From an optimization exercise on the open Yosys and OpenROAD flow, aimed at small area and a short achievable clock period; shortcuts taken in it are not production practice.
The RTL was checked by simulation tests, not by an equivalence proof against the original design.
No driver is modelled on the clock port, so clocking that relies on it looks cheaper here than on a real chip.
Power is estimated from default activity; no workload was simulated.

## amber
## rv32i_sc
module rv32i_sc (
	input  logic        clk, rst_n,
	output logic [31:0] imem_addr,
	input  logic [31:0] imem_rdata,
	output logic [31:0] dmem_addr,
	output logic [31:0] dmem_wdata,
	output logic        dmem_we,
	input  logic [31:0] dmem_rdata,
	input  logic        SW_Src,
	input  logic [7:0]  io,
	output logic [31:0] out_read
);
logic [31:0] ins;
assign ins = imem_rdata;
logic [4:0] rs1, rs2, rd;
logic [2:0] f3;
assign rs1 = ins[19:15];
assign rs2 = ins[24:20];
assign rd  = ins[11:7];
assign f3  = ins[14:12];
logic b6, b5, b4, b3, b2;
assign {b6, b5, b4, b3, b2} = ins[6:2];
logic is_store, is_load, is_branch, is_jal, is_jalr, is_op;
assign is_store  = ~b6 &  b5 & ~b4;
assign is_load   = ~b6 & ~b5 & ~b4;
assign is_branch =  b6 & ~b2;
assign is_jal    =  b6 &  b2 &  b3;
assign is_jalr   =  b6 &  b2 & ~b3;
assign is_op     = ~b6 &  b5 &  b4 & ~b2;
logic reg_we;
assign reg_we = ~(is_store | is_branch);
logic [31:0] imm_i, imm_b, imm_j, imm_u, imm_agu, imm_pc;
assign imm_i   = {{20{ins[31]}}, ins[31:20]};
assign imm_b   = {{20{ins[31]}}, ins[7], ins[30:25], ins[11:8], 1'b0};
assign imm_j   = {{12{ins[31]}}, ins[19:12], ins[20], ins[30:21], 1'b0};
assign imm_u   = {ins[31:12], 12'h000};
assign imm_agu = {imm_i[31:5], (~b6 & b5) ? ins[11:7] : ins[24:20]};
assign imm_pc  = ~b6 ? imm_u : (b2 ? imm_j : imm_b);
logic [31:0] pc;
logic [31:1][31:0] regs;
logic [31:1] valid;
logic [31:0] wd;
logic [31:1] wsel, sel1, sel2;
always_ff @(posedge clk or negedge rst_n)
	if (~rst_n) valid <= '0;
	else        valid <= valid | wsel;
genvar gi;
generate
	for (gi = 1; gi < 32; gi++) begin : g_rf
		assign wsel[gi] = reg_we & (rd == gi);
		always_ff @(posedge clk)
			if (wsel[gi]) regs[gi] <= wd;
	end
endgenerate
rf_dec d1 (.a(rs1), .valid(valid), .sel(sel1));
rf_dec d2 (.a(rs2), .valid(valid), .sel(sel2));
logic [31:0] rd1, rd2;
logic [31:0][10:0] n1, n2;
rf_read   rp1 (.sel(sel1), .regs(regs), .n(n1));
rf_read   rp2 (.sel(sel2), .regs(regs), .n(n2));
logic [31:0] rd2_n, rda_n;
rf_red    rr2 (.n(n2), .q_n(rd2_n));
rf_red    rra (.n(n1), .q_n(rda_n));       
assign rd1 = ~rda_n;
  ...
Settings: LEC_CHECK=0, CAP_MARGIN=20, CORE_MARGIN=2, CORE_UTILIZATION=55, CTS_BUF_LIST=sky130_fd_sc_hd__clkbuf_16, CTS_CLUSTER_DIAMETER=120, CTS_CLUSTER_SIZE=24, SLEW_MARGIN=20, SYNTH_HIERARCHICAL=1; clock period 18.0 ns.
standard.sh (not shown) runs the stock make flow with config.mk's settings and CLKGATE_MAP_FILE= SYNTH_SCRIPT=/design/flow/synth_recipe.tcl, a recipe that flattens the netlist after the stock synthesis.
==> flow/flow/run.sh <==
#!/bin/bash
# The standard ORFS layout (the standard.sh) with two changes: timing
# repair aims for 7 ns of setup slack, and ports are buffered with buf_2.
# make's output goes to standard.log here; ORFS keeps each step's log under orfs/logs.
set -euo pipefail
bash standard.sh SETUP_SLACK_MARGIN=7 "BUFFER_PORTS_ARGS=-buffer_cell sky130_fd_sc_hd__buf_2" finish > standard.log 2>&1
amber: done, clean on timing, DRC and antenna
Here is what was changed in the inputs of violet compared with amber.
==> flow/flow/run.sh <==
#!/bin/bash
# The standard ORFS layout (the standard.sh) with these changes: timing
# repair aims for 7 ns of setup slack, ports are buffered with buf_2, and after
# CTS one more setup repair runs to the same target with more iterations.
# Each tool's output goes to its own log here; ORFS keeps each step's log under orfs/logs.
set -euo pipefail
ARGS=(SETUP_SLACK_MARGIN=7 "BUFFER_PORTS_ARGS=-buffer_cell sky130_fd_sc_hd__buf_2")
bash standard.sh "${ARGS[@]}" cts > standard_cts.log 2>&1
openroad -no_init -exit flow/repair.tcl > repair.log 2>&1
bash standard.sh "${ARGS[@]}" finish > standard.log 2>&1
==> flow/flow/repair.tcl (new file) <==
# Extra setup repair after CTS: the same target as the flow's own repair
# (7 ns of setup slack), with more iterations; then legalize and save.
set base orfs/results/sky130hd/rv32i_sc/base
read_liberty $::env(FLOW_HOME)/platforms/sky130hd/lib/sky130_fd_sc_hd__tt_025C_1v80.lib
read_db $base/4_cts.odb
read_sdc $base/4_cts.sdc
source $::env(FLOW_HOME)/platforms/sky130hd/setRC.tcl
set_dont_use [list sky130_fd_sc_hd__probe_p_8 sky130_fd_sc_hd__probec_p_8 sky130_fd_sc_hd__lpflow_*]
estimate_parasitics -placement
report_worst_slack -max
report_design_area
repair_timing -setup -setup_margin 7 -repair_tns 100 -max_iterations 3000 -match_cell_footprint -verbose
detailed_placement
check_placement -verbose
estimate_parasitics -placement
report_worst_slack -max
report_design_area
write_db $base/4_cts.odb
==> comparison <==
Diff amber -> violet | final instance area | up slightly
Per the comparison of violet with amber, number of core rows held steady; switching fraction of total power now sits at about the same level; global placement routability congestion held; clock insertion delay at the later pin of the skew report roughly the same.
The delay of the slowest cell on the worst path in violet sits 0.26 ns below the value recorded for amber.
As far as part of the power in registers is concerned, violet and amber perform about the same.
When violet is set beside amber, its via count turns out to be 0.33% larger.
The share of cell area taken by multi-input logic gates on violet is in line with that on amber.
Between violet and amber, the difference in overall track demand over capacity in global routing is negligible.
~same routed wire length in violet and amber

## port drivers added, routing unchanged
The flow's constraints put no driver on any port. The routed layouts listed below were extracted and timed again, unchanged, in two steps.
Step 1, drivers: a clkbuf_16 drives clk and a buf_2 each remaining input, both assumed.
Step 2 moves the port delays by t, midway between the first and last clock arrival at a register: inputs arrive t later, outputs are due t later. That takes back most of the time a late clock gives input paths.
Three values: ideal, step 1, step 2; two values: the first two.
| run | shift t [ns] | slack for setup (ns) | worst setup path at the end |
|---|---|---|---|
| amber | 0.799 | 6.802 / 6.668 / 6.109 | input to register |
| violet | 0.815 | 6.773 / 6.625 / 6.210 | input to register |
After both steps every run listed still meets setup and hold. The setup slack of amber, which loses most, moves by -0.134 ns with the drivers and by -0.693 ns with both steps.
